What follows belongs to an exercise in optimizing a design on an open flow for small area, a short achievable clock period and few clock cycles per item; a production flow would make more cautious choices. Where RTL was checked, it was by simulation tests only, not by an equivalence proof against the original.

==> flow/design.v <==
module seq_multiplier #(parameter N = 32) (
    input  logic clk, rst_n, start,
    input  logic [N-1:0] a, b,
    output logic [(2*N)-1:0] prod,
    output logic ready
);
    logic [63:0] r;
    logic [31:0] mcand;
    logic [1:0]  dlt;        
    logic [2:0]  top;        
    logic [2:0]  cnt;        
    logic        busy;
    logic        one0, two0, neg0, one1, two1, neg1;
    function automatic logic [5:0] benc(input logic [3:0] n, input logic l);
        benc = {n[2] ^ n[1],
                (n[3] & ~n[2] & ~n[1]) | (~n[3] & n[2] & n[1]),
                n[3],
                n[0] ^ l,
                (n[1] & ~n[0] & ~l) | (~n[1] & n[0] & l),
                n[1]};
    endfunction
    logic [7:0] fa, fb;      
    logic [7:0] ta, tb;      
    logic [7:0] ha, hb;      
    always_comb begin
        for (int i = 0; i < 8; i++) begin
            fa[i] = |a[4*i +: 4];
            fb[i] = |b[4*i +: 4];
        end
        ta[7] = fa[7];
        tb[7] = fb[7];
        for (int i = 6; i >= 0; i--) begin
            ta[i] = ta[i+1] | fa[i];
            tb[i] = tb[i+1] | fb[i];
        end
        ha = ta & ~{1'b0, ta[7:1]};
        hb = tb & ~{1'b0, tb[7:1]};
    end
    logic [2:0] pa, pb;
    logic [3:0] na, nb;
    logic       la, lb;
    always_comb begin
        pa = '0; pb = '0;
        na = '0; nb = '0;
        la = 1'b0; lb = 1'b0;
        for (int i = 0; i < 8; i++) begin
            pa = pa | ({3{ha[i]}} & 3'(i));
            pb = pb | ({3{hb[i]}} & 3'(i));
            na = na | ({4{ha[i]}} & a[4*i +: 4]);
            nb = nb | ({4{hb[i]}} & b[4*i +: 4]);
            if (i > 0) begin
                la = la | (ha[i] & a[4*i - 1]);
                lb = lb | (hb[i] & b[4*i - 1]);
            end
        end
    end
    logic       swap;        
    assign swap = |(tb & ~ta);
    logic [5:0] enc_a, enc_b;
    assign enc_a = benc(na, la);
    assign enc_b = benc(nb, lb);
    logic [3:0] nn;
    logic       nl;
    always_comb begin
        nn = '0;
        nl = 1'b0;
        for (int i = 1; i < 8; i++)
            if (top == 3'(i)) begin
                nn = r[28 + 4*i +: 4];
                nl = r[27 + 4*i];
            end
        if (cnt == 3'd1) nl = 1'b0;
    end
    logic [33:0] row0, row1;
    always_comb begin
        for (int k = 0; k < 33; k++) begin
            row0[k] = ((one0 & (k < 32 ? mcand[k] : 1'b0)) |
                       (two0 & (k > 0 ? mcand[k-1] : 1'b0))) ^ neg0;
            row1[k] = ((one1 & (k < 32 ? mcand[k] : 1'b0)) |
                       (two1 & (k > 0 ? mcand[k-1] : 1'b0))) ^ neg1;
        end
        row0[33] = neg0;
        row1[33] = neg1;
    end
    logic [37:0] u0, u1, u2, cs_s, cs_c, w;
    assign u0   = {{4{neg0}}, row0};
    assign u1   = {{2{neg1}}, row1, 1'b0, neg0};
    assign u2   = {2'b0, r[31:0], 1'b0, neg1, 2'b0};
    assign cs_s = u0 ^ u1 ^ u2;
    assign cs_c = ((u0 & u1) | (u0 & u2) | (u1 & u2)) << 1;
    logic [37:0] kg [0:6];
    logic [37:0] kp [0:6];
    always_comb begin
        kg[0] = cs_s & cs_c;
        kp[0] = cs_s ^ cs_c;
        for (int l = 0; l < 6; l++)
            for (int i = 0; i < 38; i++)
                if (i >= (1 << l)) begin
                    kg[l+1][i] = kg[l][i] | (kp[l][i] & kg[l][i - (1 << l)]);
                    kp[l+1][i] = kp[l][i] & kp[l][i - (1 << l)];
                end else begin
                    kg[l+1][i] = kg[l][i];
                    kp[l+1][i] = kp[l][i];
                end
    end
    assign w = kp[0] ^ {kg[6][36:0], 1'b0};
    logic [31:0] hm;
    always_comb begin
        hm = r[63:32];
        for (int i = 0; i < 8; i++)
            if (top == 3'(i)) hm[4*i +: 4] = 4'b0;
    end
    logic [27:0] up_nxt;
    assign up_nxt = {hm[27:4] + {{23{dlt[1]}}, dlt[0]}, hm[3:0]};
    always_ff @(posedge clk or negedge rst_n) begin
        if (!rst_n) begin
            busy  <= 1'b0;
            ready <= 1'b0;
        end else if (start) begin
            busy  <= ta[0] & tb[0];
            ready <= ~(ta[0] & tb[0]);
        end else if (busy && cnt == 0) begin
            busy  <= 1'b0;
            ready <= 1'b1;
        end
    end
    always_ff @(posedge clk) begin
        if (start) begin
            mcand <= swap ? b : a;
            r     <= swap ? {a, b & {32{na[3]}}} : {b, a & {32{nb[3]}}};
            dlt   <= 2'b00;
            top   <= swap ? pa : pb;
            cnt   <= swap ? pa : pb;
            {one1, two1, neg1, one0, two0, neg0} <= swap ? enc_a : enc_b;
        end else if (busy) begin
            r     <= {up_nxt, w[35:0]};
            dlt   <= w[37:36];
            cnt   <= cnt - 1'b1;
            {one1, two1, neg1, one0, two0, neg0} <= benc(nn, nl);
        end
    end
    logic [27:0] oa [0:5];   
    logic [27:0] oz [0:5];   
    always_comb begin
        oa[0] = {r[62:36], 1'b1};
        oz[0] = {~r[62:36], 1'b1};
        for (int l = 0; l < 5; l++)
            for (int i = 0; i < 28; i++)
                if (i >= (1 << l)) begin
                    oa[l+1][i] = oa[l][i] & oa[l][i - (1 << l)];
                    oz[l+1][i] = oz[l][i] & oz[l][i - (1 << l)];
                end else begin
                    oa[l+1][i] = oa[l][i];
                    oz[l+1][i] = oz[l][i];
                end
    end
    assign prod = {r[63:36] ^ (({28{dlt == 2'b01}} & oa[5]) |
                               ({28{dlt == 2'b11}} & oz[5])), r[35:0]};
endmodule
clock: 4.5 ns
lec_check: 0
cap_margin: 20
core_margin: 2
core_utilization: 40
slew_margin: 20
standard.sh (not shown) runs the stock make flow with config.mk's settings and CLKGATE_MAP_FILE= SYNTH_SCRIPT=/design/flow/synth_recipe.tcl, a recipe that flattens the netlist after the stock synthesis.
==> flow/flow/run.sh <==
#!/bin/bash
# The standard layout, with the port buffers made of the smallest buffer
# cell instead of the default delay buffer.
set -euo pipefail
export BUFFER_PORTS_ARGS="-buffer_cell sky130_fd_sc_hd__buf_1"
bash standard.sh > standard_flow.log 2>&1
Testbench counts at the start, summed over its fixed seeds: cycles 10,280, items 2,400.
Edit:
--- a/flow/design.v
+++ b/flow/design.v
@@ -85,28 +85,13 @@
     logic [37:0] u0, u1, u2, cs_s, cs_c, w;
     assign u0   = {{4{neg0}}, row0};
     assign u1   = {{2{neg1}}, row1, 1'b0, neg0};
     assign u2   = {2'b0, r[31:0], 1'b0, neg1, 2'b0};
     assign cs_s = u0 ^ u1 ^ u2;
     assign cs_c = ((u0 & u1) | (u0 & u2) | (u1 & u2)) << 1;
-    logic [37:0] kg [0:6];
-    logic [37:0] kp [0:6];
-    always_comb begin
-        kg[0] = cs_s & cs_c;
-        kp[0] = cs_s ^ cs_c;
-        for (int l = 0; l < 6; l++)
-            for (int i = 0; i < 38; i++)
-                if (i >= (1 << l)) begin
-                    kg[l+1][i] = kg[l][i] | (kp[l][i] & kg[l][i - (1 << l)]);
-                    kp[l+1][i] = kp[l][i] & kp[l][i - (1 << l)];
-                end else begin
-                    kg[l+1][i] = kg[l][i];
-                    kp[l+1][i] = kp[l][i];
-                end
-    end
-    assign w = kp[0] ^ {kg[6][36:0], 1'b0};
+    assign w    = cs_s + cs_c;
     logic [31:0] hm;
     always_comb begin
         hm = r[63:32];
         for (int i = 0; i < 8; i++)
             if (top == 3'(i)) hm[4*i +: 4] = 4'b0;
     end
@@ -136,24 +121,8 @@
             r     <= {up_nxt, w[35:0]};
             dlt   <= w[37:36];
             cnt   <= cnt - 1'b1;
             {one1, two1, neg1, one0, two0, neg0} <= benc(nn, nl);
         end
     end
-    logic [27:0] oa [0:5];   
-    logic [27:0] oz [0:5];   
-    always_comb begin
-        oa[0] = {r[62:36], 1'b1};
-        oz[0] = {~r[62:36], 1'b1};
-        for (int l = 0; l < 5; l++)
-            for (int i = 0; i < 28; i++)
-                if (i >= (1 << l)) begin
-                    oa[l+1][i] = oa[l][i] & oa[l][i - (1 << l)];
-                    oz[l+1][i] = oz[l][i] & oz[l][i - (1 << l)];
-                end else begin
-                    oa[l+1][i] = oa[l][i];
-                    oz[l+1][i] = oz[l][i];
-                end
-    end
-    assign prod = {r[63:36] ^ (({28{dlt == 2'b01}} & oa[5]) |
-                               ({28{dlt == 2'b11}} & oz[5])), r[35:0]};
+    assign prod = {r[63:36] + {{27{dlt[1]}}, dlt[0]}, r[35:0]};
 endmodule
After rerunning:
- The new run finished with setup timing left
- setup slack is worse by 0.31 ns
- core utilization goes up by 0.95 points
- flip-flop and latch count is unchanged
- area after synthesis goes up by a few percent
Function not checked in the second run of this note: the RTL went through the layout flow alone.

* * *

## main
seq_multiplier, a different RTL version from the one above (not shown whole).
For scale: ~1100 cells after synthesis, ~110 flip-flops, ~130 I/O pins.
==> module seq_multiplier, before the edit <==
module seq_multiplier #(parameter N = 32) (
    input  logic clk, rst_n, start,
    input  logic [N-1:0] a, b,
    output logic [(2*N)-1:0] prod,
    output logic ready
);
    logic [63:0] r;
    logic [31:0] mcand;
    logic [1:0]  dlt;        
    logic [2:0]  top;        
    logic [2:0]  cnt;        
    logic        busy;
    logic        one0, two0, neg0, one1, two1, neg1;
    function automatic logic [5:0] benc(input logic [3:0] n, input logic l);
        benc = {n[2] ^ n[1],
                (n[3] & ~n[2] & ~n[1]) | (~n[3] & n[2] & n[1]),
                n[3],
                n[0] ^ l,
                (n[1] & ~n[0] & ~l) | (~n[1] & n[0] & l),
                n[1]};
    endfunction
    logic [7:0] fa, fb;      
    logic [7:0] ta, tb;      
    logic [7:0] ha, hb;      
    always_comb begin
        for (int i = 0; i < 8; i++) begin
            fa[i] = |a[4*i +: 4];
            fb[i] = |b[4*i +: 4];
        end
        ta[7] = fa[7];
        tb[7] = fb[7];
        for (int i = 6; i >= 0; i--) begin
            ta[i] = ta[i+1] | fa[i];
            tb[i] = tb[i+1] | fb[i];
        end
        ha = ta & ~{1'b0, ta[7:1]};
        hb = tb & ~{1'b0, tb[7:1]};
    end
    logic        swap;       
    assign swap = |(tb & ~ta);
    logic [31:0] ld_mcand, ld_mpl;
    logic [7:0]  hm1;
    logic [2:0]  tp;
    logic [3:0]  tn;
    logic        tl;
    assign ld_mcand = swap ? b : a;
    assign ld_mpl   = swap ? a : b;
    assign hm1      = swap ? ha : hb;
    always_comb begin
        tp = '0;
        tn = '0;
        tl = 1'b0;
        for (int i = 0; i < 8; i++) begin
            tp = tp | ({3{hm1[i]}} & 3'(i));
            tn = tn | ({4{hm1[i]}} & ld_mpl[4*i +: 4]);
            if (i > 0) tl = tl | (hm1[i] & ld_mpl[4*i - 1]);
        end
    end
    logic [3:0] nn;
    logic       nl;
    always_comb begin
        nn = '0;
        nl = 1'b0;
        for (int i = 1; i < 8; i++)
            if (top == 3'(i)) begin
                nn = r[28 + 4*i +: 4];
                nl = r[27 + 4*i];
            end
        if (cnt == 3'd1) nl = 1'b0;
    end
    logic [3:0] en;
    logic       el;
    assign en = start ? tn : nn;
    assign el = start ? tl : nl;
    logic [33:0] row0, row1;
    always_comb begin
        for (int k = 0; k < 33; k++) begin
            row0[k] = ((one0 & (k < 32 ? mcand[k] : 1'b0)) |
                       (two0 & (k > 0 ? mcand[k-1] : 1'b0))) ^ neg0;
            row1[k] = ((one1 & (k < 32 ? mcand[k] : 1'b0)) |
                       (two1 & (k > 0 ? mcand[k-1] : 1'b0))) ^ neg1;
        end
        row0[33] = neg0;
        row1[33] = neg1;
    end
    logic [37:0] u0, u1, u2, cs_s, cs_c, w;
    assign u0   = {{4{neg0}}, row0};
    assign u1   = {{2{neg1}}, row1, 1'b0, neg0};
    assign u2   = {2'b0, r[31:0], 1'b0, neg1, 2'b0};
    assign cs_s = u0 ^ u1 ^ u2;
    assign cs_c = ((u0 & u1) | (u0 & u2) | (u1 & u2)) << 1;
    logic [37:0] kg [0:6];
    logic [37:0] kp [0:6];
    assign kg[0] = cs_s & cs_c;
    assign kp[0] = cs_s ^ cs_c;
    for (genvar l = 0; l < 6; l++) begin : g_sk
        for (genvar i = 0; i < 38; i++) begin : g_bit
            if ((i >> l) & 1) begin : g_node
                localparam int J = ((i >> l) << l) - 1;
                assign kg[l+1][i] = kg[l][i] | (kp[l][i] & kg[l][J]);
                assign kp[l+1][i] = kp[l][i] & kp[l][J];
            end else begin : g_pass
                assign kg[l+1][i] = kg[l][i];
                assign kp[l+1][i] = kp[l][i];
            end
        end
    end
    assign w = kp[0] ^ {kg[6][36:0], 1'b0};
    logic [27:0] up_sum;
    logic [31:0] hm;
    always_comb begin
        hm = {up_sum, r[35:32]};
        for (int i = 0; i < 8; i++)
            if (top == 3'(i)) hm[4*i +: 4] = 4'b0;
    end
    logic [27:0] up_nxt;
    assign up_nxt = hm[27:0];
    always_ff @(posedge clk or negedge rst_n) begin
        if (!rst_n) begin
            busy  <= 1'b0;
            ready <= 1'b0;
        end else if (start) begin
            busy  <= ta[0] & tb[0];
            ready <= ~(ta[0] & tb[0]);
        end else if (busy && cnt == 0) begin
            busy  <= 1'b0;
            ready <= 1'b1;
        end
    end
    always_ff @(posedge clk) begin
        if (start) begin
            mcand <= ld_mcand;
            r     <= {ld_mpl, ld_mcand & {32{tn[3]}}};
            dlt   <= 2'b00;
            top   <= tp;
        end else if (busy) begin
            r     <= {up_nxt, w[35:0]};
            dlt   <= w[37:36];
        end
    end
    always_ff @(posedge clk) begin
        cnt <= start ? tp : cnt - 1'b1;
        {one1, two1, neg1, one0, two0, neg0} <= benc(en, el);
    end
    logic [27:0] oa [0:5];   
    logic [27:0] oz [0:5];   
    assign oa[0] = {r[62:36], 1'b1};
    assign oz[0] = {~r[62:36], 1'b1};
    for (genvar l = 0; l < 5; l++) begin : g_oz
        for (genvar i = 0; i < 28; i++) begin : g_bit
            if ((i >> l) & 1) begin : g_node
                localparam int J = ((i >> l) << l) - 1;
                assign oa[l+1][i] = oa[l][i] & oa[l][J];
                assign oz[l+1][i] = oz[l][i] & oz[l][J];
            end else begin : g_pass
                assign oa[l+1][i] = oa[l][i];
                assign oz[l+1][i] = oz[l][i];
            end
        end
    end
    assign up_sum = r[63:36] ^ (({28{dlt == 2'b01}} & oa[5]) |
                                ({28{dlt == 2'b11}} & oz[5]));
    assign prod   = {up_sum, r[35:0]};
endmodule
export LEC_CHECK = 0
export CAP_MARGIN = 20
export CORE_MARGIN = 2
export CORE_UTILIZATION = 40
export SETUP_SLACK_MARGIN = 0.4
export SLEW_MARGIN = 20
create_clock -name core_clock -period 4.5 [get_ports {clk}]
Scripts as last shown in full above: flow/flow/run.sh
Testbench counts of main, summed over its fixed seeds: cycles 10,280, items 2,400.
Modified inputs, the feature branch compared to main
--- a/flow/design.v
+++ b/flow/design.v
@@ -37,24 +37,27 @@
         hb = tb & ~{1'b0, tb[7:1]};
     end
-    logic        swap;       
-    assign swap = |(tb & ~ta);
-    logic [31:0] ld_mcand, ld_mpl;
-    logic [7:0]  hm1;
-    logic [2:0]  tp;
-    logic [3:0]  tn;
-    logic        tl;
-    assign ld_mcand = swap ? b : a;
-    assign ld_mpl   = swap ? a : b;
-    assign hm1      = swap ? ha : hb;
+    logic [2:0] pa, pb;
+    logic [3:0] na, nb;
+    logic       la, lb;
     always_comb begin
-        tp = '0;
-        tn = '0;
-        tl = 1'b0;
+        pa = '0; pb = '0;
+        na = '0; nb = '0;
+        la = 1'b0; lb = 1'b0;
         for (int i = 0; i < 8; i++) begin
-            tp = tp | ({3{hm1[i]}} & 3'(i));
-            tn = tn | ({4{hm1[i]}} & ld_mpl[4*i +: 4]);
-            if (i > 0) tl = tl | (hm1[i] & ld_mpl[4*i - 1]);
+            pa = pa | ({3{ha[i]}} & 3'(i));
+            pb = pb | ({3{hb[i]}} & 3'(i));
+            na = na | ({4{ha[i]}} & a[4*i +: 4]);
+            nb = nb | ({4{hb[i]}} & b[4*i +: 4]);
+            if (i > 0) begin
+                la = la | (ha[i] & a[4*i - 1]);
+                lb = lb | (hb[i] & b[4*i - 1]);
+            end
         end
     end
+    logic       swap;        
+    assign swap = |(tb & ~ta);
+    logic [5:0] enc_a, enc_b;
+    assign enc_a = benc(na, la);
+    assign enc_b = benc(nb, lb);
     logic [3:0] nn;
     logic       nl;
@@ -69,8 +72,4 @@
         if (cnt == 3'd1) nl = 1'b0;
     end
-    logic [3:0] en;
-    logic       el;
-    assign en = start ? tn : nn;
-    assign el = start ? tl : nl;
     logic [33:0] row0, row1;
     always_comb begin
@@ -130,16 +129,16 @@
     always_ff @(posedge clk) begin
         if (start) begin
-            mcand <= ld_mcand;
-            r     <= {ld_mpl, ld_mcand & {32{tn[3]}}};
+            mcand <= swap ? b : a;
+            r     <= swap ? {a, b & {32{na[3]}}} : {b, a & {32{nb[3]}}};
             dlt   <= 2'b00;
-            top   <= tp;
+            top   <= swap ? pa : pb;
+            cnt   <= swap ? pa : pb;
+            {one1, two1, neg1, one0, two0, neg0} <= swap ? enc_a : enc_b;
         end else if (busy) begin
             r     <= {up_nxt, w[35:0]};
             dlt   <= w[37:36];
+            cnt   <= cnt - 1'b1;
+            {one1, two1, neg1, one0, two0, neg0} <= benc(nn, nl);
         end
-    end
-    always_ff @(posedge clk) begin
-        cnt <= start ? tp : cnt - 1'b1;
-        {one1, two1, neg1, one0, two0, neg0} <= benc(en, el);
     end
     logic [27:0] oa [0:5];   
--- outcome ---
Top achievable clock speed | the feature branch above main
Taking main as the reference, in the feature branch first-pass GRT wire length grew by 3.3 mm; die outline area climbed about 5%; net count after synthesis higher; synthesis-to-layout area growth shows a reduction of 0.16 points.
As of the feature branch, number of vias per cell had risen by a few percent compared to main.
Complex-gate fraction of the synthesized area was higher in the run labelled the feature branch.
Testbench counts of the feature branch, summed over its fixed seeds: cycles 10,280, items 2,400.

re-timing with driven ports:
The results above use ideal ports. As a check the final layouts listed here were re-extracted and re-timed, cells and wires unchanged. Step 1: set_driving_cell puts a clkbuf_16 on clk and a buf_2 on each other input, an assumption about the parent block. Step 2 moves the port delays by t, midway between the first and last clock arrival at a register: inputs arrive t later, outputs are due t later. That takes back most of the time a late clock gives input paths. Three values: ideal, step 1, step 2; two values: the first two.
| run | t, ns | slack for setup (ns) | worst data-port slew with drivers (ns) |
|---|---|---|---|
| the first run of note 1 | 0.416 | 0.193 / 0.143 / 0.228 | 0.09 |
| the second run of note 1 | 0.415 | -0.114 / -0.161 / 0.237 | 0.05 |
| main | 0.410 | 0.166 / 0.120 / 0.233 | 0.07 |
| the feature branch | 0.410 | 0.540 / 0.492 / 0.330 | 0.07 |
The setup slack of the feature branch, which loses most, moves by -0.048 ns with the drivers and by -0.210 ns with both steps.
